Background: an optimization exercise with open tools, aiming at small area. Do not read the settings as production practice.
RTL that was checked went through simulation tests only; none was proved equivalent to the original.
Only the layout flow was run in run 1; the RTL was not checked for function there.

File: flow/design.v
`timescale          1ns/1ps
`default_nettype    none
module RV32_DECOMP	(	
		input	wire [15:0]  IRi,
		output	wire [31:0]  IRo
);
	reg	[31:0]  Instout;
	wire[15:0]  InstIn;
	assign	InstIn	= 	IRi; 
	assign	IRo		=  	Instout;
	wire [1:0] op   =   InstIn[1:0];
	wire [2:0] fun3 =   InstIn[15:13];
	wire [1:0] fun2 =   InstIn[11:10];
	wire [1:0] fun  =   InstIn[6:5];
	wire [4:0] Brs1 =   InstIn[11:7];
	wire [4:0] Brs2 =   InstIn[6:2];
	always @(*) begin
		Instout = 32'd0;
	    case(op)
	        2'b00:	 
	            	case(fun3)
	                	3'b000:	 
							Instout = {	2'b00, InstIn[10:7], InstIn[12:11], InstIn[5], InstIn[6], 2'b00, 5'b00010, 3'b000, 2'b01, InstIn[4:2], 7'b0010011 };
	                	3'b010:	 
	                    	Instout = { 5'd0, InstIn[5], InstIn[12:10], InstIn[6], 2'b00,2'b01, InstIn[9:7], 3'b010,2'b01, InstIn[4:2], 7'b0000011 };
	                	3'b110:	 
	                    	Instout = { 5'd0, InstIn[5], InstIn[12], 2'b01, InstIn[4:2], 2'b01, InstIn[9:7], 3'b010, InstIn[11:10], InstIn[6], 2'b00, 7'b0100011 };
	            	endcase
	        2'b01:	 
	            	case(fun3)
	                	3'b000:  
	                    	Instout = { {6{InstIn[12]}}, InstIn[12], InstIn[6:2], InstIn[11:7], 3'b000, InstIn[11:7], 7'b0010011 };
	                	3'b001:	 
	                    	Instout = { InstIn[12], InstIn[8], InstIn[10:9], InstIn[6], InstIn[7], InstIn[2], InstIn[11], InstIn[5:3], InstIn[12], {8{InstIn[12]}}, 5'b00001, 7'b1101111 };
	                	3'b010:	 
	                    	Instout = { {6{InstIn[12]}}, InstIn[12], InstIn[6:2], 5'b00000, 3'b000, InstIn[11:7], 7'b0010011 };
	                	3'b011:	 
							case(Brs1)
								5'b00010:  
									Instout = { {3{InstIn[12]}}, InstIn[12], InstIn[4:3], InstIn[5], InstIn[2], InstIn[6], 4'd0, Brs1, 3'b000, Brs1, 7'b0010011 };
								default:   
									Instout = { {14{InstIn[12]}}, InstIn[12], InstIn[6:2], Brs1, 7'b0110111 };
							endcase
	                	3'b100:	 
	                    	case(fun2)
	                    		2'b00:	 
	                        		Instout = { 7'b0000000, InstIn[6:2], 2'b01, InstIn[9:7], 3'b101, 2'b01, InstIn[9:7], 7'b0010011 };
	                    		2'b01:	 
	                        		Instout = { 7'b0100000, InstIn[6:2], 2'b01, InstIn[9:7], 3'b101, 2'b01, InstIn[9:7], 7'b0010011 };
	                    		2'b10:	 
	                        		Instout = { {6{InstIn[12]}}, InstIn[12], InstIn[6:2], 2'b01, InstIn[9:7], 3'b111,2'b01, InstIn[9:7], 7'b0010011	};
	                    		2'b11:
	                        		if(!InstIn[12]) begin
										case(fun)
											2'b11:	 
												Instout = { 7'b0000000, 2'b01, InstIn[4:2], 2'b01, InstIn[9:7], 3'b111,2'b01, InstIn[9:7], 7'b0110011 };
											2'b10:	 
												Instout = { 7'b0000000, 2'b01, InstIn[4:2], 2'b01, InstIn[9:7], 3'b110, 2'b01, InstIn[9:7], 7'b0110011 };
											2'b01:	 
												Instout = { 7'b0000000, 2'b01, InstIn[4:2], 2'b01, InstIn[9:7], 3'b100, 2'b01, InstIn[9:7], 7'b0110011 };
											2'b00:	 
												Instout = { 7'b0100000, 2'b01, InstIn[4:2], 2'b01, InstIn[9:7], 3'b000, 2'b01, InstIn[9:7], 7'b0110011 };
										endcase
	                        		end
	                    	endcase
	                	3'b101:	 
	                    	Instout = { InstIn[12], InstIn[8], InstIn[10:9], InstIn[6], InstIn[7], InstIn[2], InstIn[11], InstIn[5:3], InstIn[12], {8{InstIn[12]}}, 5'b00000, 7'b1101111 };
	                	3'b110:	 
	                    	Instout = { InstIn[12], {2{InstIn[12]}}, InstIn[12], InstIn[6:5], InstIn[2], 5'b00000, 2'b01, InstIn[9:7], 3'b000, InstIn[11:10], InstIn[4:3], InstIn[12], 7'b1100011 };
	                	3'b111:	 
	                    	Instout = { InstIn[12], {2{InstIn[12]}}, InstIn[12], InstIn[6:5], InstIn[2], 5'b00000, 2'b01, InstIn[9:7], 3'b001, InstIn[11:10], InstIn[4:3], InstIn[12], 7'b1100011 };
	            	endcase
	        2'b10:	 
	            	case(fun3)
	                	3'b000:	 
	                    	Instout = { 7'b0000000, InstIn[6:2], InstIn[11:7], 3'b001, InstIn[11:7], 7'b0010011 };
	                	3'b010:	 
	                    	Instout = {	4'd0, InstIn[3:2], InstIn[12], InstIn[6:4],	2'b00, 5'b00010, 3'b010, InstIn[11:7], 7'b000011 };	                
	                	3'b100:	 
	                    	case(InstIn[12])
								1'b0: 
									if(!Brs2)	 
										Instout = {12'd0,Brs1,3'b000,5'b00000,7'b1100111};
									else		 
										Instout = { 7'b0000000,Brs2,5'b00000,3'b000,Brs1,7'b0110011 };
								1'b1: 
									if(!Brs2&&!Brs1)	 
										Instout = { 12'd1,5'd0,3'b000,5'd0,7'b1110011 };
									else if(!Brs2)		 
										Instout = { 12'd0,Brs1,3'b000,5'b00001,7'b1100111 };
									else 				 
										Instout = { 7'b0000000,Brs2,Brs1,3'b000,Brs1,7'b0110011 };
							endcase
	                	3'b110:	 
	                    	Instout = {	4'd0,InstIn[8:7], InstIn[12], InstIn[6:2], 5'b00010,3'b010,	InstIn[11:9], 2'b00,7'b0100011 };
					endcase
	    endcase
	end
endmodule
module radd #(parameter W = 32) (
    input  wire [W-1:0] a, b,
    input  wire         ci,
    output wire [W-1:0] s,
    output wire         co
);
    wire [W:0] c;
    assign c[0] = ci;
    genvar i;
    generate for (i = 0; i < W; i = i + 1) begin : bit_
        assign s[i]   = a[i] ^ b[i] ^ c[i];
        assign c[i+1] = (a[i] & b[i]) | (c[i] & (a[i] ^ b[i]));
    end endgenerate
    assign co = c[W];
endmodule
module IMMGEN (
    input  wire [31:0]  INSTR,
    output reg  [31:0]  IMM
);
always @(*) begin
	case (INSTR[6:2])
		5'b01_000     :   	IMM = { {21{INSTR[31]}}, INSTR[30:25], INSTR[11:8], INSTR[7] };
		5'b01_101       :   	IMM = { INSTR[31:12], 12'b0 };
		5'b00_101     :   	IMM = { INSTR[31:12], 12'b0 };
		5'b11_011       : 	IMM = { {12{INSTR[31]}}, INSTR[19:12], INSTR[20], INSTR[30:21], 1'b0 };
		5'b11_000    : 	IMM = { {20{INSTR[31]}}, INSTR[7], INSTR[30:25], INSTR[11:8], 1'b0};
		default           : 	IMM = { {21{INSTR[31]}}, INSTR[30:20] };
	endcase
end
endmodule
module RV32_DEC(
    input [31:0] INSTR,
    output	reg  [3:0]	  alu_fn
);
    wire [2:0]  func3       =   INSTR[14:12];
    wire [6:0]  func7       =   INSTR[31:25];
    wire [4:0]  opcode      =   INSTR[6:2];
    wire        I           =   (opcode == 5'b00_100);
	wire        R           =   (opcode == 5'b01_100);
	wire        IorR        =   I | R;
    wire        instr_slt   = 	IorR && (func3==3'b010);
	wire        instr_sltu  = 	IorR && (func3==3'b011);
	wire        instr_store = 	(opcode == 5'b01_000);
	wire        instr_load  = 	(opcode == 5'b00_000);
	wire        instr_add   = 	R & (func3 == 3'b000) & (~func7[5]);
	wire        instr_addi  = 	I & (func3 == 3'b000);
	wire        instr_lui   = 	(opcode == 5'b01_101);
	wire        instr_jalr  = 	(opcode == 5'b11_001);
	wire        instr_sll   = 	IorR && (func3 == 3'b001) && (func7 == 7'b0);
	wire        instr_srl   = 	IorR && (func3 == 3'b101) && (func7 == 7'b0);
	wire        instr_sra   = 	IorR && (func3 == 3'b101) && (func7 != 7'b0);
	wire        instr_and   = 	IorR && (func3 == 3'b111);
	wire        instr_or    = 	IorR && (func3 == 3'b110);
	wire        instr_xor   = 	IorR && (func3 == 3'b100);
    always @ * begin
            case (1'b1)
                instr_load  :   alu_fn = 4'b00_00;
                instr_addi  :   alu_fn = 4'b00_00;
                instr_store :   alu_fn = 4'b00_00;
                instr_add   :   alu_fn = 4'b00_00;
                instr_jalr  :   alu_fn = 4'b00_00;
                instr_lui   :   alu_fn = 4'b00_11;
                instr_sll   :   alu_fn = 4'b10_01;
                instr_srl   :   alu_fn = 4'b10_00;
                instr_sra   :   alu_fn = 4'b10_10;
                instr_slt   :   alu_fn = 4'b11_01;
                instr_sltu  :   alu_fn = 4'b11_11;
                instr_and   :   alu_fn = 4'b01_01;
                instr_or    :   alu_fn = 4'b01_00;
                instr_xor   :   alu_fn = 4'b01_11;
                default     :   alu_fn = 4'b00_01;
            endcase
        end
endmodule
module ALU(
	input   wire [31:0] a, b,
	output  reg  [31:0] r,
	output  wire        zf, lt, ltu, co,
	input   wire [3:0]  alufn
);
    wire [31:0] add;
    wire        cf;
    assign {cf, add} = {1'b0, a} + {1'b0, alufn[0] ? ~b : b} + {32'd0, alufn[0]};
    assign zf  = (add == 32'd0);
    assign lt  = a[31] ^ ~b[31] ^ cf;
    assign ltu = ~cf;
    assign co  = cf;
    reg  [31:0] ma, my;
    wire [31:0] x, y;
    integer i;
    always @* for (i = 0; i < 32; i = i + 1) ma[i] = a[31-i];
    assign x = alufn[0] ? ma : a;
    wire fill = alufn[1] & a[31];
    wire [31:0] r1s = b[0] ? {{1{fill}}, x[31:1]} : x;
    wire [31:0] r2s = b[1] ? {{2{fill}}, r1s[31:2]} : r1s;
    wire [31:0] r3s = b[2] ? {{4{fill}}, r2s[31:4]} : r2s;
    wire [31:0] r4s = b[3] ? {{8{fill}}, r3s[31:8]} : r3s;
    assign y = b[4] ? {{16{fill}}, r4s[31:16]} : r4s;
    always @* for (i = 0; i < 32; i = i + 1) my[i] = y[31-i];
    wire [31:0] sh = alufn[0] ? my : y;
    always @ * begin
        case (alufn)
            4'b00_11 : r = b;
            4'b01_00:  r = a | b;
            4'b01_01:  r = a & b;
            4'b01_11:  r = a ^ b;
            4'b10_00:  r = sh;
            4'b10_01:  r = sh;
            4'b10_10:  r = sh;
            4'b11_01:  r = {31'b0, lt};
            4'b11_11:  r = {31'b0, ltu};
			default:	r = add;
        endcase
    end
endmodule
module NfiVe_MDU (
	input clk,
	input rst_n,
	input start,
	output done,
	input [2:0] op,
	input [31:0] op1, op2,
	output [31:0] result,
	input         wb_we,
	input  [31:0] wb_d,
	output [31:0] wb_q,
	output [31:0] div_a,
	output        div_sub,
	input  [31:0] alu_s,
	input         alu_c
);
	reg  [5:0]  cnt;
	reg  [63:0] P;
	wire        ismul = ~op[2];
	wire        dz    = (op2 == 32'd0);
	always @(posedge clk or negedge rst_n)
		if (!rst_n) cnt <= 6'd0;
		else if (start) cnt <= cnt + 6'd1;
		else cnt <= 6'd0;
	assign done = ((cnt == 6'd2) & (ismul | dz)) | (cnt == 6'd35);
	wire [63:0] p_mul, p_div;
	wire [31:0] r_mul, r_div;
	mul mul_unit (.cnt(cnt[1:0]), .op(op[1:0]), .op1(op1), .op2(op2), .P(P), .Pn(p_mul), .result(r_mul));
	div div_unit (.cnt(cnt), .op(op[1:0]), .op1(op1), .op2(op2), .dz(dz), .P(P), .Pn(p_div), .result(r_div),
	              .sub_a(div_a), .sub(div_sub), .sum(alu_s), .carry(alu_c));
	always @(posedge clk)
		if (wb_we)
			P[31:0] <= wb_d;
		else if (start & (ismul | (cnt <= 6'd33)))
			P <= ismul ? p_mul : p_div;
	assign wb_q = P[31:0];
	assign result = ismul ? r_mul : r_div;
endmodule
module NfiVe32_CORE (
	input					HCLK,							 
	input					HRESETn,						 
	output 	wire [31:0]		HADDR,				 
	output 	wire [ 2:0]  	HSIZE,				 
	output 	wire [ 1:0]  	HTRANS,				 
	output 	wire [31:0]  	HWDATA,				 
	output 	wire         	HWRITE,				 
	input  	wire [31:0]  	HRDATA,				 
	input  	wire         	HREADY,				 
	output	wire			SLEEP,
  	input  	wire         	NMI,				 
  	input  	wire         	IRQ,				 
    input  	wire [4:0]   	IRQ_NUM,			 
  	input  	wire 	    	SYSTICKCLK,			 
	output	wire			SYSTICKINT,
  	output 	wire [31:0]		IRQ_MASK,
	output	wire			SAFE_TO_HALT
);
    reg [1:0]   CYC, NCYC;
    reg         RUN;
    reg         IS32;
    reg         INEXCEPTION;
    reg [31:0]  PC;
    reg [31:0]  INSTR;
    reg [31:0]  R1;              
    reg [31:0]  CSR_TIME;
    reg [31:0]  CSR_TIMELOAD;
    reg [2:0]   CSR_MIE;
    reg [31:0]  CSR_IRQMASK;
    reg [31:0]  CSR_EPC;
    wire        C0 = (CYC==2'h0), C1 = (CYC==2'h1), C2 = (CYC==2'h2), C3 = (CYC==2'h3);
	wire [2:0]	func3		=	INSTR[14:12];
    wire        instr_i     =   (INSTR[6:2] == 5'b00_100);
	wire        instr_r     =   (INSTR[6:2] == 5'b01_100);
    wire        instr_lui   = 	(INSTR[6:2] == 5'b01_101);
	wire        instr_auipc = 	(INSTR[6:2] == 5'b00_101);
	wire        instr_branch = 	(INSTR[6:2] == 5'b11_000);
	wire        instr_jalr  = 	(INSTR[6:2] == 5'b11_001);
	wire        instr_jal   = 	(INSTR[6:2] == 5'b11_011);
    wire        instr_store = 	(INSTR[6:2] == 5'b01_000);
	wire        instr_load  = 	(INSTR[6:2] == 5'b00_000);
	wire		instr_muldiv	=	instr_r & (INSTR[31:25] == 7'b1);
    wire [11:0] csr_num     =   INSTR[31:20]; 
    wire        instr_priv  =   (INSTR[6:2] ==  5'h1C);
    wire        instr_wrcsr =   instr_priv & (func3 == 3'd1);
    wire        instr_sys0  =   instr_priv & (func3 == 3'b0);
    wire        instr_ecall =   instr_sys0 & (csr_num == 12'h0);
    wire        instr_ebreak=   instr_sys0 & (csr_num == 12'h1);
	wire        instr_mret  =   instr_sys0 & (csr_num == 12'h302);
	wire        instr_wfi   =   instr_sys0 & (csr_num == 12'h105);
    wire        rf_wr       =   instr_load | instr_r | instr_i | instr_jal | instr_jalr | instr_lui | instr_auipc;
    wire        tmr_int     =   (CSR_TIME == 32'h0);
    wire        exception   =   (CSR_MIE[0] & ((tmr_int & CSR_MIE[1]) | (IRQ & CSR_MIE[2]))) | NMI | instr_ecall;
    wire [7:0]  irq_vec     =   8'd64 + {1'b0, IRQ_NUM, 2'b00};
    wire [31:0] pc_ex       =   instr_ecall ?   32'd12              :
								instr_ebreak?	32'd16				:
                                NMI         ?   32'd4               :
                                tmr_int     ?   32'd8               :
                                IRQ         ?   {24'd0, irq_vec}    :   32'd60;
    wire [31:0] finstr  =   C1 ? {HRDATA[15:0], INSTR[15:0]} : PC[1] ? {16'h0, HRDATA[31:16]} : HRDATA;
    wire        fis32   =   finstr[0] & finstr[1];
    wire [31:0] fdecomp;
    RV32_DECOMP nfive_decomp (.IRi(finstr[15:0]), .IRo(fdecomp));
    wire [31:0] instr   =   fis32 ? finstr : fdecomp;
    wire        unaligned = PC[1] & HRDATA[16] & HRDATA[17];
	wire [4:0]  rd      = 	INSTR[11:7];
    wire [4:0]  ra      =   (C0 | C1) ? instr[19:15] : INSTR[24:20];
    reg  [31:0] RF [1:31];
    wire [3:0]  ra_l    =   4'b1 << ra[1:0];
    wire [7:0]  ra_h    =   8'b1 << ra[4:2];
    reg  [31:0] rport, rgrp;
    integer gi, gj;
    always @* begin
        rport = 32'd0;
        for (gi = 0; gi < 8; gi = gi + 1) begin
            rgrp = 32'd0;
            for (gj = 0; gj < 4; gj = gj + 1)
                if (gi*4 + gj > 0) rgrp = rgrp | ({32{ra_l[gj]}} & RF[gi*4 + gj]);
            rport = rport | ({32{ra_h[gi]}} & rgrp);
        end
    end
    wire [31:0] r1      =   R1;
    wire [31:0] r2      =   rport;
    wire [31:0] imm;
    wire [3:0]  alu_fn;
    wire [31:0] alur;
    wire        zf, lt, ltu;
    IMMGEN      immgen  (.INSTR(INSTR), .IMM(imm));
    RV32_DEC    decoder (.INSTR(INSTR), .alu_fn(alu_fn));
    wire        div_run =   instr_muldiv & func3[2];
    wire [31:0] div_a;
    wire        div_sub;
    wire        alu_co;
    ALU         alu     (.a(div_run ? div_a : r1), .b((instr_r | instr_branch) ? r2 : imm), .r(alur), .zf(zf), .lt(lt), .ltu(ltu), .co(alu_co),
                         .alufn(div_run ? {3'b000, div_sub} : alu_fn));
    reg         taken;
    always @* case (func3)
        3'b000:  taken = zf;
        3'b001:  taken = ~zf;
        3'b100:  taken = lt;
        3'b101:  taken = ~lt;
        3'b110: taken = ltu;
        3'b111: taken = ~ltu;
        default:  taken = 1'b0;
    endcase
    wire [31:0] agu     =   ((instr_load | instr_store | instr_jalr) ? r1 : PC) + imm;
    wire        four    =   C0 | IS32;
    wire [30:0] pcinc_h;
    radd #(31) pc_inc  (.a(PC[31:1]), .b({29'd0, four, ~four}), .ci(1'b0), .s(pcinc_h), .co());
    wire [31:0] pcinc   =   {pcinc_h, PC[0]};
    wire [31:0] npc     =   ((taken & instr_branch) | instr_jal | instr_jalr) ? agu : pcinc;
	wire [31:0] mul_div_r;
	wire [31:0] WB;              
	wire        mul_div_done;
	NfiVe_MDU MULDIV(
		.clk(HCLK), .rst_n(HRESETn), .start(C2 & instr_muldiv), .done(mul_div_done),
		.op(func3), .op1(r1), .op2(r2), .result(mul_div_r),
		.wb_we(C2 & ~instr_muldiv), .wb_d(instr_auipc ? agu : pcinc), .wb_q(WB),
		.div_a(div_a), .div_sub(div_sub), .alu_s(alur), .alu_c(alu_co)
	);
    wire [1:0]  la      =   agu[1:0];
    wire [7:0]  lb      =   (la==2'd0) ? HRDATA[7:0] : (la==2'd1) ? HRDATA[15:8] : (la==2'd2) ? HRDATA[23:16] : HRDATA[31:24];
    wire [15:0] lh      =   la[1] ? HRDATA[31:16] : HRDATA[15:0];
    wire [31:0] hrdata  =   (func3[1:0]==2'd0) ? {{24{lb[7] & ~func3[2]}}, lb} :
                            (func3[1:0]==2'd1) ? {{16{lh[15] & ~func3[2]}}, lh} : HRDATA;
	wire [31:0] rf_dw	= 	(instr_jal | instr_jalr | instr_auipc) ? WB : 
                            instr_load      ?   hrdata  : 
							instr_muldiv    ?	mul_div_r : alur;
    always @(posedge HCLK)
        if (rf_wr & C3 & (rd != 5'd0))
            RF[rd] <= rf_dw;
    assign HADDR        = ~RUN ? 32'h0 : C3 ? {PC[31:2],2'b0} : C0 ? {pcinc[31:2],2'b0} : agu;
    assign HTRANS[0]    = 1'h0;
    assign HTRANS[1]    = ~RUN | C3 | (C0 & unaligned) | (C2 & (instr_load | instr_store));
    assign HWRITE       = C2 & instr_store;
    assign HSIZE        = {1'b0, INSTR[13:12]};
    assign HWDATA       = INSTR[13] ? r2 : INSTR[12] ? {2{r2[15:0]}} : {4{r2[7:0]}};
	assign SLEEP        = C3 & instr_wfi;
    assign IRQ_MASK     = CSR_IRQMASK;
	assign SYSTICKINT	= tmr_int;
	assign SAFE_TO_HALT = (~(instr_store | instr_load)) & C2;
    always @*
        case (CYC)
            2'h0:    NCYC = ~HREADY ? 2'h0 : unaligned ? 2'h1 : 2'h2;
            2'h1:    NCYC = HREADY ? 2'h2 : 2'h1;
            2'h2:    NCYC = (instr_muldiv & ~mul_div_done) ? 2'h2 : 2'h3;
            default:    NCYC = HREADY ? 2'h0 : 2'h3;
        endcase
    always @(posedge HCLK or negedge HRESETn)
		if(!HRESETn) RUN <= 0;
		else RUN <= 1;
    always @ (posedge HCLK or negedge HRESETn) if(!HRESETn) CYC <= 2'h0; else begin
        if(RUN) CYC <= NCYC;
    end
    always @ (posedge HCLK or negedge HRESETn) if(!HRESETn) INEXCEPTION <= 1'h0; else begin
		if(exception & C3 & !INEXCEPTION) INEXCEPTION <= 1'h1;
        else if(instr_mret & C3) INEXCEPTION <= 1'h0;
    end
    always @(posedge HCLK)
        if (C0 | C1) R1 <= rport;
    always @ (posedge HCLK or negedge HRESETn) if(!HRESETn) INSTR[12] <= 1'h0; else begin
        if(C0 | C1)    
            INSTR[12] <= instr[12]; 
    end
    always @(posedge HCLK)
        if (C0 | C1) begin
            INSTR[31:13] <= instr[31:13];
            INSTR[11:0]  <= instr[11:0];
        end
    always @(posedge HCLK)
        if (C0 | C1) IS32 <= fis32;
    always @ (posedge HCLK or negedge HRESETn) if(!HRESETn) PC <= 32'h0; else begin
        if(C2 & instr_mret)
            PC <= CSR_EPC;
		else if(C2 & exception & !INEXCEPTION)
            PC <= pc_ex;
        else if(C2 & (~instr_muldiv | mul_div_done))
            PC <= npc; 
    end
    wire [31:0] time_dec;
    radd #(32) tdec (.a(CSR_TIME), .b(32'hFFFF_FFFF), .ci(1'b0), .s(time_dec), .co());
    always @ (posedge HCLK or negedge HRESETn) if(!HRESETn) CSR_TIME <= 32'hFFFF_FFFF; else begin   
        if(instr_wrcsr & (csr_num == 12'hC03))
			CSR_TIME <= r1;	
		else if(SYSTICKCLK)
            if(tmr_int)
                CSR_TIME <= CSR_TIMELOAD;
            else 
                CSR_TIME <= time_dec;
    end
    always @ (posedge HCLK or negedge HRESETn) if(!HRESETn) CSR_TIMELOAD <= 32'hFFFF_FFFF; else begin   
        if(instr_wrcsr & (csr_num == 12'hC03))
            CSR_TIMELOAD <= r1;
    end
    always @ (posedge HCLK or negedge HRESETn) if(!HRESETn) CSR_MIE <= 3'h0; else begin   
        if(instr_wrcsr & (csr_num == 12'h304))
            CSR_MIE <= r1[2:0];
    end
    always @ (posedge HCLK or negedge HRESETn) if(!HRESETn) CSR_IRQMASK <= 32'h0; else begin   
        if(instr_wrcsr & (csr_num == 12'h310))
            CSR_IRQMASK <= r1;
    end
    always @ (posedge HCLK or negedge HRESETn) if(!HRESETn) CSR_EPC <= 32'h0; else begin   
        if(exception & C2 & !INEXCEPTION)
            CSR_EPC <= npc;
    end
endmodule
module mul (
    input  wire [1:0]  cnt,
    input  wire [1:0]  op,           
    input  wire [31:0] op1, op2,
    input  wire [63:0] P,
    output wire [63:0] Pn,
    output wire [31:0] result
);
    wire        a32 = ((op == 2'b01) | (op == 2'b10)) & op1[31];    
    reg  [7:0]  c;
    always @*
        case (cnt)
            2'd0:    c = op2[7:0];
            2'd1:    c = op2[15:8];
            2'd2:    c = op2[23:16];
            default: c = op2[31:24];
        endcase
    wire        c8 = (op == 2'b01) & op2[31] & (cnt == 2'd3);         
    wire [33:0] hi = (cnt == 2'd0) ? 34'd0 : P[63:30];
    wire [41:0] row0 = {9'd0, ~(a32 & c[0]), op1 & {32{c[0]}}};
    wire [41:0] row1 = {8'd0, ~(a32 & c[1]), op1 & {32{c[1]}}, 1'd0};
    wire [41:0] row2 = {7'd0, ~(a32 & c[2]), op1 & {32{c[2]}}, 2'd0};
    wire [41:0] row3 = {6'd0, ~(a32 & c[3]), op1 & {32{c[3]}}, 3'd0};
    wire [41:0] row4 = {5'd0, ~(a32 & c[4]), op1 & {32{c[4]}}, 4'd0};
    wire [41:0] row5 = {4'd0, ~(a32 & c[5]), op1 & {32{c[5]}}, 5'd0};
    wire [41:0] row6 = {3'd0, ~(a32 & c[6]), op1 & {32{c[6]}}, 6'd0};
    wire [41:0] row7 = {2'd0, ~(a32 & c[7]), op1 & {32{c[7]}}, 7'd0};
    wire [41:0] row8 = {1'd0, a32 & c8, ~(op1 & {32{c8}}), 8'd0};
    wire [41:0] rowh = {8'd0, ~hi[33], hi[32:0]};
    localparam [41:0] K = 42'h200_0000_0000 + 42'h1_0000_0000 + 42'h100 - 42'h2_0000_0000;
    wire [41:0] t  = row0 + row1 + row2 + row3 + row4 + row5 + row6 + row7 + row8 + rowh + K;
    assign Pn     = {t[41:8], 6'd0, t[7:0], P[23:8]};
    assign result = (op == 2'b00) ? {t[7:0], P[23:0]} : t[39:8];
endmodule
module div (
    input  wire [5:0]  cnt,
    input  wire [1:0]  op,           
    input  wire [31:0] op1, op2,
    input  wire        dz,
    input  wire [63:0] P,
    output reg  [63:0] Pn,
    output wire [31:0] result,
    output wire [31:0] sub_a,
    output wire        sub,
    input  wire [31:0] sum,
    input  wire        carry
);
    wire        sgn   = ~op[0];
    wire        isrem = op[1];
    wire        sneg  = sgn & op1[31];
    wire        dneg  = sgn & op2[31];
    wire [32:0] rs = {P[63:32], P[31]};
    assign sub_a = rs[31:0];
    assign sub   = ~dneg;
    wire        ge = rs[32] | carry;
    wire        first = (cnt == 6'd0);
    wire [31:0] nin   = first ? op1 : isrem ? P[63:32] : P[31:0];
    wire        nc    = first ? sneg : isrem ? sneg : (sneg ^ dneg);
    wire [31:0] nout;
    radd #(32) neg (.a(nin ^ {32{nc}}), .b(32'd0), .ci(nc), .s(nout), .co());
    always @*
        if (first)              Pn = {32'd0, nout};
        else if (cnt == 6'd33)  Pn = {P[63:32], nout};
        else                    Pn = {ge ? sum : rs[31:0], P[30:0], ge};
    assign result = dz ? (isrem ? op1 : 32'hFFFF_FFFF) : P[31:0];
endmodule
File: flow/flow/run.sh
#!/bin/bash
set -e
export CTS_ARGS="-sink_clustering_enable -repair_clock_nets -dont_use_dummy_load -sink_clustering_size 15 -sink_clustering_max_diameter 50 -buf_list sky130_fd_sc_hd__clkbuf_8"
bash standard.sh > standard_flow.log 2>&1
File: flow/standard.sh
#!/bin/bash
# synth_recipe.tcl (not shown) runs the flow's synth.tcl, then flattens the netlist and writes it again
# the make line also repeats each setting of config.mk as NAME=value (left out here)
make -C /OpenROAD-flow-scripts/flow DESIGN_CONFIG=/design/flow/config.mk WORK_HOME=/design/flow/orfs CLKGATE_MAP_FILE= SYNTH_SCRIPT=/design/flow/synth_recipe.tcl "${@:-finish}"
File: flow/config.mk
export PLATFORM = sky130hd
export DESIGN_NAME = NfiVe32_CORE
export DESIGN_NICKNAME = NfiVe32_CORE
export VERILOG_FILES = /design/flow/design.v
export SDC_FILE = /design/flow/constraint.sdc
export NUM_CORES = 4
export LEC_CHECK = 0
export ABC_AREA = 1
export CAP_MARGIN = 20
export CORE_MARGIN = 2
export CORE_UTILIZATION = 50
export CTS_BUF_LIST = sky130_fd_sc_hd__clkbuf_8
export CTS_CLUSTER_DIAMETER = 50
export CTS_CLUSTER_SIZE = 15
export SLEW_MARGIN = 10
File: flow/constraint.sdc
create_clock -name core_clock -period 15.0 [get_ports {HCLK}]
set_input_delay 3.0000 -clock core_clock [delete_from_list [all_inputs] [get_ports {HCLK}]]
set_output_delay 3.0000 -clock core_clock [all_outputs]
set_load 0.01 [all_outputs]
==> flow_summary.toml, run 1 <==
[sta]
setup_slack_ns = 0.582
skew_ns = 0.116
fmax_mhz = 69.4
hold_viol = 0
setup_viol = 0
rsz0062_at_grt = "false"
fin_crit_sh_pct = 96.1
tightest_slew_ns = 1.37
holdWs_ns = 0.481
slew_headroom_pct = 7.97
setup_tns_ns = 0
slew_viol_final = 0
fin_crit_ns = 14.42

[critical_path]
cpPeakStageDelay_ns = 0.56
r2r-end = "RF[5][29]"
endpoint = "RF[5][29]"
worst_setup_path_end_kind = "flop"
r2r_cells = 65
crit_fanout = 31
worstSetupStartpoint = "HRDATA[1]"
slowest_stage = "o2111ai_1"
reg2reg_slack_ns = 1.62
critPathMostFrequentCell = "inv_1"
critPathKind = "in2reg"
reg2reg_from = "CYC[1]"
worst_ep_required_time_ns = 15.67
startpoint_type = "input pin"
arrival_ns = 15.08

[logic_synthesis]
synth_edf_count = 1120
synthSimpleGateAreaFrac_pct = 18.0
synthArstFlopShare_pct = 13.4
yosysUniqueCellTypes = 78
synth-compound-area-share_pct = 13.9
synth_area_um2 = 79400
synth_top_family_by_area = "simple AND/OR/NAND/NOR gates"
synth_xor_xnor_area_share_pct = 1.57
yosys-mux-area-fraction_pct = 0.0378
syn_inst = 8551
synth_top_flop_cell = "edfxtp_1"
syn_avg_cell_area_um2 = 9.29
synth-seq-area-share_pct = 47.9
ys_warn_count = 8
ys_seq_elements = 1294
synthAdderAreaFrac_pct = 11.5

[clock_tree]
clock-sinks = 1294
clk_pin_slew_worst_paths_ns = 0.05
hold_buffers = 0
cts_buffers = 140
h-tree-depth = 4
clockBufferDepth = 3
clockRootBuffer = "clkbuf_8"
cts_tree = "yes"
clk_latency_ns = 0.94

[routing]
drc = 0
ant_nets = 0
totalWireLength_mm = 348
drtIter0Drc = 11423
post_drt_wl_per_cell_um = 31.5
via_per_inst = 6.36
drt_first_pass_iters = 8
vias = 70222

[floorplanning]
core_um2 = 158000
start_util_pct = 50.3
die_width_um = 403
ios = 148
die_h_um = 403
std_cell_rows = 146
dieArea_um2 = 162000

[cells_and_area]
mostFrequentLayoutCell = "nand2_1"
nets = 9570
utilization_pct = 56.3
mostFrequentLayoutCells = "nand2_1 (2193), edfxtp_1 (1120), inv_1 (818), o21ai_0 (642), buf_4 (518)"
max_flop_register = "RF"
reg_top3 = "RF (992), MULDIV.P (64)"
syn2layout_area_growth_pct = 11.9
largest_reg_flops = 992
drive_above_1_share_pct = 11.8

[placed_design]
dp_slack_ns = -0.179
place.gp.congestion = 1.09
io_buffers = 145
hpwl_mm = 251

[outcome]
status = "timing/DRC/antenna clean"

[global_route]
grtUsageTotal_pct = 42.2
grt_pass1_vias = 65403
grt_max_degree = 99
grt_pass1_wl_mm = 486
grt.overflow.total = 0
antenna_found_initial = 31

[worst_hold_path]
hold_class = "reg2reg"

[run]
maxCapViolCount = 0
-- synth_stat cells, types with 13 or more instances --
library cell     n  area share [%]
a211oi_1        15            0.14
a21oi_1        380             2.4
a221oi_1        50            0.55
a22o_1          95             1.0
a22oi_1         15            0.14
a31oi_1         35            0.28
a41oi_1        143             1.6
buf_1           48            0.23
buf_2           84            0.53
buf_4           32            0.30
buf_6           16            0.23
clkbuf_1       280             1.3
clkinv_1        21           0.099
dfrtp_1        110             3.5
dfstp_2         64             2.1
edfxtp_1      1120              42
fa_1           254             6.4
ha_1           325             5.1
inv_1          821             3.9
inv_2           19           0.090
nand2_1       2196              10
nand2_2         64            0.50
nand2_4         13            0.18
nand3_1        407             2.6
nand4_1         82            0.65
nor2_1         449             2.1
nor2_2          13            0.10
nor3_1          59            0.37
nor4_1          44            0.35
o2111ai_1       14            0.15
o211ai_1       102            0.96
o21ai_0        660             4.2
o21ai_1        120            0.76
o221ai_1        63            0.69
o22ai_1         29            0.23
xnor2_1         31            0.34
xor2_1         111             1.2
-- routing by layer --
metal	part of all wire [%]	track usage, %
met3	13	11.8
met5	0.021	0
met2	42	60.8
met1	40	60.2
met4	4.9	16.6
-- worst min path at each step --
stage,endpoint,startpoint,cells after the start,slack [ns]
floorplan,CSR_EPC[0],CSR_EPC[0],2,0.45
global route,CSR_EPC[8],CSR_EPC[8],2,0.50
detailed placement,CSR_EPC[28],CSR_EPC[28],2,0.47
finish,CSR_IRQMASK[21],CSR_IRQMASK[21],2,0.48
global placement,CSR_EPC[9],CSR_EPC[9],2,0.46
CTS,CSR_EPC[0],CSR_EPC[0],2,0.48
-- metrics by stage --
stage	instance area, um2	cells
floorplan	79400	8552
global placement	86800	10864
detailed placement	86800	10866
CTS	88800	11006
global route	88900	11027
finish	88900	11034
-- timing repair --
action	in CTS	in global routing
setup buffers	0	4
setup endpoints to repair	0	156
gates resized for setup	0	4
-- logic make-up (layout without fill, tap and decap cells) --
family                     Yosys count  after routing
other                                2             19
xor gates and xnor gates           142            142
DFF                               1294           1294
AOI/OAI and AO/OA                 1794           1794
and+or+nand+nor                   3388           3389
buffers and inverters             1349           1742
adders and majority gates          579            579
muxes                                3              3
-- worst max-delay path, delay by kind of cell --
family,cells,cell delay [ns]
AND/OR/NAND/NOR,15,1.84
buffers and inverters,24,3.22
AO/OA/AOI/OAI,21,4.09
adder cells (fa/ha/maj),6,2.79
-- final cells by class --
class                           count  area (um2)
Fill cell                       14076       69100
Inverter                          865        3270
Antenna cell                       16        40.0
Tap cell                         2072        2590
Sequential cell                  1294       38100
Timing Repair Buffer              737        6740
Multi-Input combinational cell   5910       36300
Clock buffer                      140        1930
==> inputs of run 2 (changes only) <==
--- a/flow/design.v
+++ b/flow/design.v
@@ -239,7 +239,7 @@
 	assign done = ((cnt == 6'd2) & (ismul | dz)) | (cnt == 6'd35);
 	wire [63:0] p_mul, p_div;
 	wire [31:0] r_mul, r_div;
-	mul mul_unit (.cnt(cnt[1:0]), .op(op[1:0]), .op1(op1), .op2(op2), .P(P), .Pn(p_mul), .result(r_mul));
+	mul mul_unit (.cnt(start ? cnt[1:0] : 2'd3), .op(op[1:0]), .op1(op1), .op2(op2), .P(P), .Pn(p_mul), .result(r_mul));
 	div div_unit (.cnt(cnt), .op(op[1:0]), .op1(op1), .op2(op2), .dz(dz), .P(P), .Pn(p_div), .result(r_div),
 	              .sub_a(div_a), .sub(div_sub), .sum(alu_s), .carry(alu_c));
 	always @(posedge clk)
--- a/flow/config.mk
+++ b/flow/config.mk
@@ -8,7 +8,7 @@
 export ABC_AREA = 1
 export CAP_MARGIN = 20
 export CORE_MARGIN = 2
-export CORE_UTILIZATION = 50
+export CORE_UTILIZATION = 55
 export CTS_BUF_LIST = sky130_fd_sc_hd__clkbuf_8
 export CTS_CLUSTER_DIAMETER = 50
 export CTS_CLUSTER_SIZE = 15
==> run 2 against run 1 <==
Effect of this change: wire length is 5.9% lower; via count is 0.33% higher; critical path type unchanged; sequential cell count stayed put; die area is 9.4% lower; still clean on timing, DRC and antenna.
==> flow_summary.toml, run 2 <==
[run]
maxCapViolCount = 0

[critical_path]
worstSetupStartpoint = "HRDATA[11]"
critPathKind = "in2reg"
reg2reg_from = "CYC[1]"
crit_fanout = 31
arrival_ns = 15.13
critPathMostFrequentCell = "nand2_1"
worst_setup_path_end_kind = "flop"
startpoint_type = "input pin"
crit_family = "simple AND/OR/NAND/NOR gates"
slowest_stage = "clkdlybuf4s50_1"
worst_ep_required_time_ns = 15.70
cpPeakStageDelay_ns = 0.62
path_buf_inv = 16

[logic_synthesis]
synth_top_flop_cell = "edfxtp_1"
synthArstFlopShare_pct = 13.4
synth-seq-area-share_pct = 48.1
ys_warn_count = 8
ys_seq_elements = 1294
netlist.area_leader.share_pct = 42.5
netlist_top_cells_count = "nand2_1 (2351), edfxtp_1 (1120), inv_1 (800)"
synth_area_leaders = "edfxtp_1 (43%), nand2_1 (11%), fa_1 (6.4%)"
yosysUniqueCellTypes = 73
yosysMostFrequentCell = "nand2_1"
syn_inst = 8659
syn_avg_cell_area_um2 = 9.14
synth_edf_count = 1120
synth_area_um2 = 79100
synth_area_leader_cell = "edfxtp_1"

[cells_and_area]
drive_above_1_share_pct = 9.95
largest_reg_flops = 992
mostFrequentLayoutCell = "nand2_1"
instances_no_fill = 10865
syn2layout_area_growth_pct = 10.6
mostFrequentLayoutCells = "nand2_1 (2348), edfxtp_1 (1120), inv_1 (795), o21ai_0 (641), nor2_1 (510)"
max_flop_register = "RF"
reg_top3 = "RF (992), MULDIV.P (64)"
utilization_pct = 61.1
nFillCells = 12354
nets = 9578

[clock_tree]
clockBufferDepth = 3
clock-sinks = 1294
cts_buffers = 134
clockRootBuffer = "clkbuf_8"
h-tree-depth = 4
clk_pin_slew_worst_paths_ns = 0.08
cts_tree = "yes"
clk_latency_ns = 0.95
hold_buffers = 0

[sta]
slew_viol_final = 0
fin_crit_ns = 14.43
skew_ns = 0.155
fmax_mhz = 69.3
tightest_slew_ns = 1.26
slew_headroom_pct = 15.0
fin_crit_sh_pct = 96.2
rsz0062_at_grt = "false"
setup_viol = 0
hold_viol = 0

[placed_design]
hpwl_mm = 230
numPlacedInstances = 10712
io_buffers = 145
place.gp.congestion = 1.10

[routing]
drtIter0Drc = 11445
drt_first_pass_iters = 10
vias = 70451
drc = 0
ant_nets = 0
via_per_inst = 6.48
totalWireLength_mm = 327
post_drt_wl_per_cell_um = 30.1

[floorplanning]
die_width_um = 383
die_h_um = 383
core_um2 = 143000
std_cell_rows = 139
dieArea_um2 = 147000
start_util_pct = 55.3
ios = 148

[global_route]
grt_pass1_wl_mm = 462
grt_pass1_vias = 65680
grt.overflow.total = 0
grtUsageTotal_pct = 43.9
antenna_found_initial = 15
grt_max_degree = 100

[worst_hold_path]
hp-start = "CSR_IRQMASK[5]"
hold_class = "reg2reg"

[outcome]
status = "timing/DRC/antenna clean"
## run 2: changes by cell type after synthesis, sizes merged, moves of 9 or more
cell   change
a31oi     +34
nand3     -39
buf       -11
inv       -16
nand2    +102
or2       +11
a21oi     -17
o22ai      -9
nor4      +24
nand4     -11
nor2      +88
a41oi     +17
a22o      -63
## run 2: worst paths after layout
path	end	slack, ns	cells past startpoint
worst max-delay path	RF[30][30]	0.57	72
worst min-delay path	CSR_IRQMASK[5]	0.48	2
worst max register to register	RF[30][30]	1.76	73
worst min register to register	CSR_IRQMASK[5]	0.48	2
max in group asynchronous	MULDIV.cnt[3]	10.96	3
min in group asynchronous	CSR_IRQMASK[19]	2.18	1
## run 2: timing repair
| action | 4_1_cts | 5_1_grt |
|---|---|---|
| endpoints found under the setup margin | 0 | 123 |
| gates resized for setup | 0 | 15 |
| setup buffers | 0 | 7 |
## run 2: metrics by stage
stage	setup TNS, ns	area [um2]	setup WS [ns]	hold WS [ns]
floorplan	0	79100	1.61	0.449
global placement	-14.90	85500	-0.175	0.464
detailed placement	-18.71	85500	-0.229	0.472
CTS	0	87300	0.610	0.488
global route	0	87500	0.00979	0.502
finish	0	87500	0.569	0.481
## run 2: cell families (layout without fill, tap and decap cells)
logic type / count (synthesis) / in the layout / synth area share [%]
flops: 1294 / 1294 / 48.1
mux: 8 / 8 / 0.101
simple gates: 3566 / 3566 / 18.6
xor+xnor: 141 / 141 / 1.56
buf+inv: 1327 / 1621 / 6.71
compound gates: 1742 / 1742 / 13.4
other cells: 2 / 11 / 0.00949
fa+ha+maj: 579 / 579 / 11.6
## run 2: layout make-up
cell class | count | area, um2 | share of cell area, %
clock buffers | 134 | 1840 | 2.11
repair buffers | 630 | 5750 | 6.57
inverters | 857 | 3240 | 3.70
flip-flops and latches | 1294 | 38100 | 43.5
well taps | 1903 | 2380 | 2.72
multi-input cells | 6039 | 36200 | 41.4
diodes | 8 | 20.0 | 0.0229
## run 2: tightest hold or removal path: cells and delay by family (launching register included)
kind | cells | cell delay [ns]
compound gates | 1 | 0.05
flops | 1 | 0.34
simple gates | 1 | 0.05
## run 2: routing by layer
layer	global-route usage, %	part of all wire, %	vias to the layer above
met5	0	0.057	-
met4	21.4	6.0	20
met3	14.0	15	950
met2	62.7	41	5298
met1	60.5	38	34035
li1	-	-	30148
==> inputs of run 3 (changes only) <==
--- a/flow/config.mk
+++ b/flow/config.mk
@@ -8,7 +8,7 @@
 export ABC_AREA = 1
 export CAP_MARGIN = 20
 export CORE_MARGIN = 2
-export CORE_UTILIZATION = 55
+export CORE_UTILIZATION = 60
 export CTS_BUF_LIST = sky130_fd_sc_hd__clkbuf_8
 export CTS_CLUSTER_DIAMETER = 50
 export CTS_CLUSTER_SIZE = 15
==> run 3 against run 2 <==
Effect of this change: clock-buffer cell count down 3; critical endpoint unchanged; core utilization up 5.1 points; cell area down 0.79%; non-clock buffer count down 74; critical path type unchanged; still clean on timing, DRC and antenna; largest cell class unchanged; die area down 8.2%; hold slack better by 0.0035 ns; global-route usage up 3.4 points.
==> flow_summary.toml, run 3 <==
[outcome]
status = "timing/DRC/antenna clean"

[cells_and_area]
mostFrequentLayoutCell = "nand2_1"
reg_top3 = "RF (992), MULDIV.P (64)"
finalInstanceArea_um2 = 86800
nFillCells = 10386
drive_above_1_share_pct = 9.24
regArea_um2 = 38100
mostFrequentLayoutCells = "nand2_1 (2347), edfxtp_1 (1120), inv_1 (793), o21ai_0 (645), nor2_1 (509)"
largest_reg_flops = 992
multi_input_area_um2 = 36200
syn2layout_area_growth_pct = 9.74
utilization_pct = 66.2
instances_no_fill = 10646
nets = 9502
max_flop_register = "RF"

[logic_synthesis]
yosysUniqueCellTypes = 73
synth_area_um2 = 79100
synthArstFlopShare_pct = 13.4
synth_area_leader_cell = "edfxtp_1"
ys_seq_elements = 1294
synth-seq-area-share_pct = 48.1
netlist_top_cells_count = "nand2_1 (2351), edfxtp_1 (1120), inv_1 (800)"
ys_warn_count = 8
synth_area_leaders = "edfxtp_1 (43%), nand2_1 (11%), fa_1 (6.4%)"
synth_top_flop_cell = "edfxtp_1"
syn_inst = 8659
netlist.area_leader.share_pct = 42.5
synth_edf_count = 1120
syn_avg_cell_area_um2 = 9.14
yosysMostFrequentCell = "nand2_1"

[placed_design]
place.gp.congestion = 1.08
hpwl_mm = 231
io_buffers = 145
placed_area_um2 = 84800
numPlacedInstances = 10493

[sta]
fin_crit_ns = 14.47
skew_ns = 0.125
slew_headroom_pct = 12.6
fin_crit_sh_pct = 96.5
hold_viol = 0
slew_viol_final = 0
setup_viol = 0
fmax_mhz = 69.1
rsz0062_at_grt = "false"
holdWs_ns = 0.484
tightest_slew_ns = 1.31

[routing]
drtIter0Drc = 12776
totalWireLength_mm = 326
via_per_inst = 6.72
drc = 0
vias = 71506
drt_first_pass_iters = 8
post_drt_wl_per_cell_um = 30.6
ant_nets = 0

[global_route]
grt.overflow.total = 0
grtUsageTotal_pct = 47.3
grt_max_degree = 100
grt_pass1_vias = 66954
grt_pass1_wl_mm = 461
antenna_found_initial = 21

[run]
maxCapViolCount = 0

[clock_tree]
h-tree-depth = 4
clockRootBuffer = "clkbuf_8"
clk_pin_slew_worst_paths_ns = 0.09
cts_tree = "yes"
clock-sinks = 1294
clk_latency_ns = 0.92
clockBufferDepth = 3
cts_buffers = 131

[floorplanning]
dieArea_um2 = 135000
die_width_um = 367
std_cell_rows = 133
core_um2 = 131000
ios = 148
die_h_um = 367
start_util_pct = 60.3

[worst_hold_path]
hold_class = "reg2reg"

[critical_path]
worst_setup_path_end_kind = "flop"
worst_ep_required_time_ns = 15.69
cpPeakStageDelay_ns = 0.55
startpoint_type = "input pin"
slowest_stage = "fa_1"
critPathKind = "in2reg"
crit_fanout = 31
critPathMostFrequentCell = "nand2_1"
arrival_ns = 15.16
[run 3: changes by cell type in the layout (fill, tap and decap cells not counted), moves of 3 or more]
cell      delta
diode_2      +5
o21ai_1      -4
inv_2        +3
buf_12       -3
buf_4       -76
clkbuf_8     -4
o21ai_0      +4
buf_16       +3
[run 3: worst max-delay path, delay by kind of cell]
kind | cells | cell delay [ns]
simple gates | 32 | 4.01
compound gates | 19 | 3.68
fa+ha+maj | 6 | 2.49
buf+inv | 12 | 1.89
[run 3: cell type report]
| type | instances | area share (%) |
|---|---|---|
| Antenna cell | 13 | 0.0375 |
| Tap cell | 1755 | 2.53 |
| Multi-Input combinational cell | 6040 | 41.7 |
| Inverter | 857 | 3.73 |
| Timing Repair Buffer | 556 | 6.04 |
| Clock buffer | 131 | 2.08 |
| Sequential cell | 1294 | 43.8 |
[run 3: cells by family (layout without fill, tap and decap cells)]
kind of cell / count (synthesis) / in the layout / share of synthesized area, %
simple gates: 3566 / 3567 / 18.6
compound gates: 1742 / 1742 / 13.4
other cells: 2 / 16 / 0.00949
flops: 1294 / 1294 / 48.1
fa+ha+maj: 579 / 579 / 11.6
mux: 8 / 8 / 0.101
buf+inv: 1327 / 1544 / 6.71
xor+xnor: 141 / 141 / 1.56
[run 3: timing repair]
item	in CTS	in global routing
setup buffers	0	2
gates resized for setup	0	20
endpoints found under the setup margin	0	113
hold buffers	0	0
[run 3: per-layer routing]
metal	GRT usage [%]	vias up	part of all wire, %
li1	-	30002	-
met1	64.8	34094	36
met2	65.6	6266	40
met3	18.0	1114	17
met4	23.5	30	6.3
met5	0	-	0.075
[run 3: final timing paths]
check | start | to | slack, ns | depth (start not counted)
max in group asynchronous | HRESETn | CSR_EPC[6] | 10.90 | 3
setup / recovery | HRDATA[5] | RF[30][30] | 0.53 | 69
setup reg to reg | CYC[1] | RF[7][31] | 1.25 | 66
hold reg to reg | CSR_IRQMASK[21] | CSR_IRQMASK[21] | 0.48 | 2
min in group asynchronous | HRESETn | CSR_IRQMASK[5] | 2.12 | 1
hold / removal | CSR_IRQMASK[21] | CSR_IRQMASK[21] | 0.48 | 2
[run 3: through the flow]
step / setup WS (ns) / setup TNS, ns
floorplan: 1.61 / 0
global placement: 0.0327 / 0
detailed placement: -0.161 / -7.59
CTS: 0.680 / 0
global route: 0.00199 / 0
finish: 0.529 / 0
==> inputs of run 4 (changes only) <==
==> flow/flow/run.sh (replaced) <==
#!/bin/bash
set -e
export CTS_ARGS="-sink_clustering_enable -repair_clock_nets -dont_use_dummy_load -sink_clustering_size 10 -sink_clustering_max_diameter 50 -buf_list sky130_fd_sc_hd__clkbuf_4"
bash standard.sh > standard_flow.log 2>&1
--- a/flow/config.mk
+++ b/flow/config.mk
@@ -8,8 +8,8 @@
 export ABC_AREA = 1
 export CAP_MARGIN = 20
 export CORE_MARGIN = 2
-export CORE_UTILIZATION = 60
-export CTS_BUF_LIST = sky130_fd_sc_hd__clkbuf_8
+export CORE_UTILIZATION = 55
+export CTS_BUF_LIST = sky130_fd_sc_hd__clkbuf_4
 export CTS_CLUSTER_DIAMETER = 50
-export CTS_CLUSTER_SIZE = 15
+export CTS_CLUSTER_SIZE = 10
 export SLEW_MARGIN = 10
==> run 4 against run 3 <==
Effect of this change: still clean on timing, DRC and antenna; sequential share of layout area barely moved; synthesized cell count unchanged; worst setup slack better by 0.13 ns; die area grew 9.0%; hold slack better by 0.0023 ns; final cell count is 2.4% higher; global-route usage down 3.3 points; via count is 1.2% lower; largest cell class unchanged; highest routed layer unchanged.
==> flow_summary.toml, run 4 <==
[outcome]
status = "timing/DRC/antenna clean"

[cells_and_area]
syn2layout_area_growth_pct = 9.78
instances_no_fill = 10906
drive_above_1_share_pct = 10.1
regArea_um2 = 38100
max_flop_register = "RF"
utilization_pct = 60.7
nets = 9599
mostFrequentLayoutCell = "nand2_1"
multi_input_area_um2 = 36200
mostFrequentLayoutCells = "nand2_1 (2350), edfxtp_1 (1120), inv_1 (796), o21ai_0 (642), nor2_1 (510)"
largest_reg_flops = 992
nFillCells = 12452
reg_top3 = "RF (992), MULDIV.P (64)"

[placed_design]
hpwl_mm = 230
place.gp.congestion = 1.10
io_buffers = 145
numPlacedInstances = 10712

[sta]
fmax_mhz = 69.7
fin_crit_ns = 14.34
rsz0062_at_grt = "false"
hold_viol = 0
fin_crit_sh_pct = 95.6
setup_viol = 0
slew_headroom_pct = 12.1
skew_ns = 0.172
slew_viol_final = 0
tightest_slew_ns = 1.30

[clock_tree]
clockRootBuffer = "clkbuf_4"
clk_latency_ns = 1.32
hold_buffers = 0
post_cts_buffers = 0
cts_tree = "yes"
cts_buffers = 162
clockBufferDepth = 3
h-tree-depth = 4
clock-sinks = 1294
post_cts_resize_count = 0
clk_pin_slew_worst_paths_ns = 0.10

[critical_path]
worst_ep_required_time_ns = 16.01
cpPeakStageDelay_ns = 0.57
startpoint_type = "input pin"
slowest_stage = "fa_1"
reg2reg_slack_ns = 1.45
critPathKind = "in2reg"
crit_fanout = 31
critPathMostFrequentCell = "nand2_1"
arrival_ns = 15.35
worst_setup_path_end_kind = "flop"

[global_route]
grt.overflow.total = 0
grt_max_degree = 100
antenna_found_initial = 20
grt_pass1_wl_mm = 463
grt_pass1_vias = 65850
grtUsageTotal_pct = 44.0

[logic_synthesis]
netlist_top_cells_count = "nand2_1 (2351), edfxtp_1 (1120), inv_1 (800)"
synthAdderAreaFrac_pct = 11.6
yosys-mux-area-fraction_pct = 0.101
synth_area_leaders = "edfxtp_1 (43%), nand2_1 (11%), fa_1 (6.4%)"
netlist.area_leader.share_pct = 42.5
syn_avg_cell_area_um2 = 9.14
ys_warn_count = 8
synth_xor_xnor_area_share_pct = 1.56
synth_top_family_by_area = "simple AND/OR/NAND/NOR gates"
yosysMostFrequentCell = "nand2_1"
synth-seq-area-share_pct = 48.1
synth_area_um2 = 79100
synth_area_leader_cell = "edfxtp_1"
synthSimpleGateAreaFrac_pct = 18.6
synth_edf_count = 1120
synthArstFlopShare_pct = 13.4
synth_top_flop_cell = "edfxtp_1"
synth-compound-area-share_pct = 13.4
yosysUniqueCellTypes = 73
ys_seq_elements = 1294
syn_inst = 8659

[floorplanning]
dieArea_um2 = 147000
die_width_um = 383
core_um2 = 143000
ios = 148
start_util_pct = 55.3
die_h_um = 383
std_cell_rows = 139

[routing]
via_per_inst = 6.48
totalWireLength_mm = 328
ant_nets = 0
post_drt_wl_per_cell_um = 30.1
drt_first_pass_iters = 7
drc = 0
drtIter0Drc = 11343
vias = 70654

[run]
maxCapViolCount = 0

[worst_hold_path]
hold_class = "reg2reg"
==> run 4: cell counts after synthesis <==
Identical to the previous run, type by type.
==> run 4: critical path: cells and delay by family <==
family	cells	cell delay, ns
AND/OR/NAND/NOR	33	4.27
adder cells (fa/ha/maj)	6	2.63
AO/OA/AOI/OAI	16	2.66
buffers and inverters	16	2.75
==> run 4: cell families after synthesis <==
| kind of cell | Yosys count |
|---|---|
| simple gates | 3566 |
| flops | 1294 |
| other cells | 2 |
| mux | 8 |
| fa+ha+maj | 579 |
| buf+inv | 1327 |
| compound gates | 1742 |
| xor+xnor | 141 |
==> run 4: metal layers <==
metal	global-route usage [%]	share of wire, %	wire length [um]	up-vias
li1	-	-	-	30263
met1	60.1	38	124000	34008
met2	62.4	41	135000	5371
met3	15.0	15	48400	996
met4	21.6	6.2	20500	16
met5	1.12	0.098	320	-
==> run 4: layout make-up <==
cell class                 count  area share, %
clock buffer                 162           1.40
multi-input combinational   6039           41.7
tap                         1903           2.74
sequential                  1294           43.8
antenna                       28         0.0807
inverter                     857           3.72
timing repair buffer         623           6.57
==> run 4: worst paths after layout <==
check,to,depth (start not counted),from
min in group asynchronous,CSR_IRQMASK[9],1,HRESETn
hold reg to reg,CSR_IRQMASK[25],2,CSR_IRQMASK[25]
setup / recovery,RF[4][30],71,HRDATA[11]
hold / removal,CSR_IRQMASK[25],2,CSR_IRQMASK[25]
setup reg to reg,RF[14][31],67,CYC[1]
max in group asynchronous,CSR_EPC[26],3,HRESETn
==> run 4: stage by stage <==
step           hold WS (ns)  TNS (ns)  cell area (um2)  setup WS (ns)
2_1_floorplan         0.449         0            79100           1.61
3_3_place_gp          0.464    -14.90            85500         -0.175
3_5_place_dp          0.472    -18.71            85500         -0.229
4_1_cts               0.494         0            86700          0.911
5_1_grt               0.505         0            86800         0.0453
6_report              0.486         0            86900          0.662
==> inputs of run 5 (changes only) <==
==> flow/flow/run.sh (replaced) <==
#!/bin/bash
set -e
export CTS_ARGS="-sink_clustering_enable -repair_clock_nets -dont_use_dummy_load -sink_clustering_size 8 -sink_clustering_max_diameter 40 -buf_list sky130_fd_sc_hd__clkbuf_4"
bash standard.sh > standard_flow.log 2>&1
--- a/flow/config.mk
+++ b/flow/config.mk
@@ -10,6 +10,6 @@
 export CORE_MARGIN = 2
 export CORE_UTILIZATION = 55
 export CTS_BUF_LIST = sky130_fd_sc_hd__clkbuf_4
-export CTS_CLUSTER_DIAMETER = 50
-export CTS_CLUSTER_SIZE = 10
+export CTS_CLUSTER_DIAMETER = 40
+export CTS_CLUSTER_SIZE = 8
 export SLEW_MARGIN = 10
==> run 5 against run 4 <==
Effect of this change: area after synthesis stayed put; critical path depth did not move; first-iteration DRC count is 2.3% lower; cell area is 0.33% higher; wire length barely moved; still clean; highest routed layer unchanged; critical path type unchanged; final cell count is 0.32% higher; critical endpoint is now RF[2][30].
==> flow_summary.toml, run 5 <==
[placed_design]
numPlacedInstances = 10712
hpwl_mm = 230
io_buffers = 145
place.gp.congestion = 1.10

[sta]
setup_viol = 0
fmax_mhz = 69.7
slew_headroom_pct = 11.1
skew_ns = 0.239
rsz0062_at_grt = "false"
tightest_slew_ns = 1.32
holdWs_ns = 0.485
slew_viol_final = 0
fin_crit_ns = 14.34
fin_crit_sh_pct = 95.6
hold_viol = 0

[floorplanning]
start_util_pct = 55.3
die_h_um = 383
core_um2 = 143000
die_width_um = 383
std_cell_rows = 139
ios = 148
dieArea_um2 = 147000

[clock_tree]
cts_tree = "yes"
clockBufferDepth = 3
hold_buffers = 0
clockRootBuffer = "clkbuf_4"
cts_buffers = 204
h-tree-depth = 4
post_cts_resize_count = 0
post_cts_buffers = 0
clk_latency_ns = 1.29
clock-sinks = 1294
clk_pin_slew_worst_paths_ns = 0.08

[global_route]
grt.overflow.total = 0
grtUsageTotal_pct = 44.0
antenna_found_initial = 13
grt_pass1_wl_mm = 464
grt_max_degree = 100
grt_pass1_vias = 66383

[logic_synthesis]
netlist_top_cells_count = "nand2_1 (2351), edfxtp_1 (1120), inv_1 (800)"
syn_avg_cell_area_um2 = 9.14
yosysMostFrequentCell = "nand2_1"
synthArstFlopShare_pct = 13.4
synth_top_flop_cell = "edfxtp_1"
yosysUniqueCellTypes = 73
ys_warn_count = 8
synth_area_leaders = "edfxtp_1 (43%), nand2_1 (11%), fa_1 (6.4%)"
ys_seq_elements = 1294
synth_area_leader_cell = "edfxtp_1"
syn_inst = 8659
synth_area_um2 = 79100
synth_edf_count = 1120
synth-seq-area-share_pct = 48.1
netlist.area_leader.share_pct = 42.5

[critical_path]
worst_setup_path_end_kind = "flop"
critPathMostFrequentCell = "nand2_1"
arrival_ns = 15.32
worst_ep_required_time_ns = 15.97
critPathKind = "in2reg"
slowest_stage = "clkdlybuf4s50_1"
cpPeakStageDelay_ns = 0.61
crit_fanout = 31
startpoint_type = "input pin"

[outcome]
status = "timing/DRC/antenna clean"

[cells_and_area]
syn2layout_area_growth_pct = 10.1
nFillCells = 12466
drive_above_1_share_pct = 10.5
max_flop_register = "RF"
mostFrequentLayoutCells = "nand2_1 (2350), edfxtp_1 (1120), inv_1 (796), o21ai_0 (642), nor2_1 (510)"
largest_reg_flops = 992
nets = 9641
mostFrequentLayoutCell = "nand2_1"
instances_no_fill = 10941
reg_top3 = "RF (992), MULDIV.P (64)"

[worst_hold_path]
hold_class = "reg2reg"

[run]
maxCapViolCount = 0

[routing]
drtIter0Drc = 11086
vias = 70790
drt_first_pass_iters = 7
totalWireLength_mm = 328
drc = 0
ant_nets = 0
via_per_inst = 6.47
post_drt_wl_per_cell_um = 30.0
-- run 5: changes by cell type in the layout (fill, tap and decap cells not counted) --
cell / delta
clkbuf_4: +42
buf_6: +1
clkbuf_8: -2
buf_4: +1
diode_2: -7
-- run 5: per-layer routing --
metal,vias up,part of all wire (%),track usage [%]
li1,30377,-,-
met1,34033,38,60.1
met3,1008,15,15.3
met2,5360,41,62.2
met4,12,6.1,22.0
met5,-,0.021,0
-- run 5: through the flow --
step	TNS (ns)	utilization (%)	setup WS, ns	instance area, um2
2_1_floorplan	0	-	1.61	79100
3_3_place_gp	-14.90	59.7	-0.175	85500
3_5_place_dp	-18.71	59.7	-0.229	85500
4_1_cts	0	60.8	0.942	87000
5_1_grt	0	60.9	0.0416	87100
6_report	0	60.9	0.656	87100
-- run 5: layout make-up --
class	instances	area, um2	area share, %
Sequential cell	1294	38100	43.7
Multi-Input combinational cell	6039	36200	41.5
Timing Repair Buffer	623	5700	6.54
Inverter	857	3230	3.70
Tap cell	1903	2380	2.73
Clock buffer	204	1530	1.76
Antenna cell	21	52.6	0.0603
-- run 5: worst paths after layout --
check,startpoint,end,slack (ns),cells after the start
worst max-delay path,HRDATA[12],RF[2][30],0.66,71
worst min-delay path,CSR_IRQMASK[5],CSR_IRQMASK[5],0.49,2
worst max register to register,CYC[1],RF[31][31],1.51,67
worst min register to register,CSR_IRQMASK[5],CSR_IRQMASK[5],0.49,2
max in group asynchronous,HRESETn,MULDIV.cnt[5],11.23,3
min in group asynchronous,HRESETn,CSR_IRQMASK[11],1.84,1
-- run 5: critical path: cells and delay by family --
family                     cells  cell delay, ns
and+or+nand+nor               31            3.99
buffers and inverters         17            2.86
AOI/OAI and AO/OA             17            2.79
adders and majority gates      6            2.63
-- run 5: cell families after synthesis --
family	Yosys count	synth area share (%)
xor gates and xnor gates	141	1.56
adders and majority gates	579	11.6
muxes	8	0.101
DFF	1294	48.1
buffers and inverters	1327	6.71
other	2	0.00949
AOI/OAI and AO/OA	1742	13.4
and+or+nand+nor	3566	18.6

-- port drivers added, routing unchanged --
The results above use ideal ports. As a check the final layouts listed here were re-extracted and re-timed, cells and wires unchanged. Step 1 sets driving cells, clkbuf_16 on the clock port and buf_2 on the other inputs (assumed; they add their load-dependent delay and slew). Step 2 adds t to the input delays and takes it off the output delays; t is the mean of the earliest and latest rising clock arrival at the registers after step 1. Input paths then give back, and output paths get back, about the clock's delay inside the block. Slacks: ideal ports / drivers / drivers and shift; pairs: ideal ports / drivers.
| run | t (ns) | setup slack, ns | worst hold slack (ns) | worst register clock-pin slew, ns | worst data-port slew with drivers (ns) |
|---|---|---|---|---|---|
| run 1 | 0.974 | 0.582 / 0.570 / -0.404 | 0.481 / 0.481 / 0.481 | 0.10 / 0.10 | 0.12 |
| run 2 | 0.945 | 0.569 / 0.521 / -0.424 | 0.481 / 0.481 / 0.481 | 0.09 / 0.09 | 0.14 |
| run 3 | 0.930 | 0.529 / 0.583 / -0.347 | 0.484 / 0.484 / 0.484 | 0.10 / 0.10 | 0.12 |
| run 4 | 1.313 | 0.662 / 0.626 / -0.687 | 0.486 / 0.486 / 0.486 | 0.12 / 0.12 | 0.12 |
| run 5 | 1.246 | 0.656 / 0.610 / -0.636 | 0.485 / 0.485 / 0.485 | 0.10 / 0.10 | 0.13 |
With both steps, setup timing fails in every run listed, where it was met with ideal ports. The setup slack of run 4, which loses most, moves by -0.036 ns with the drivers and by -1.349 ns with both steps.
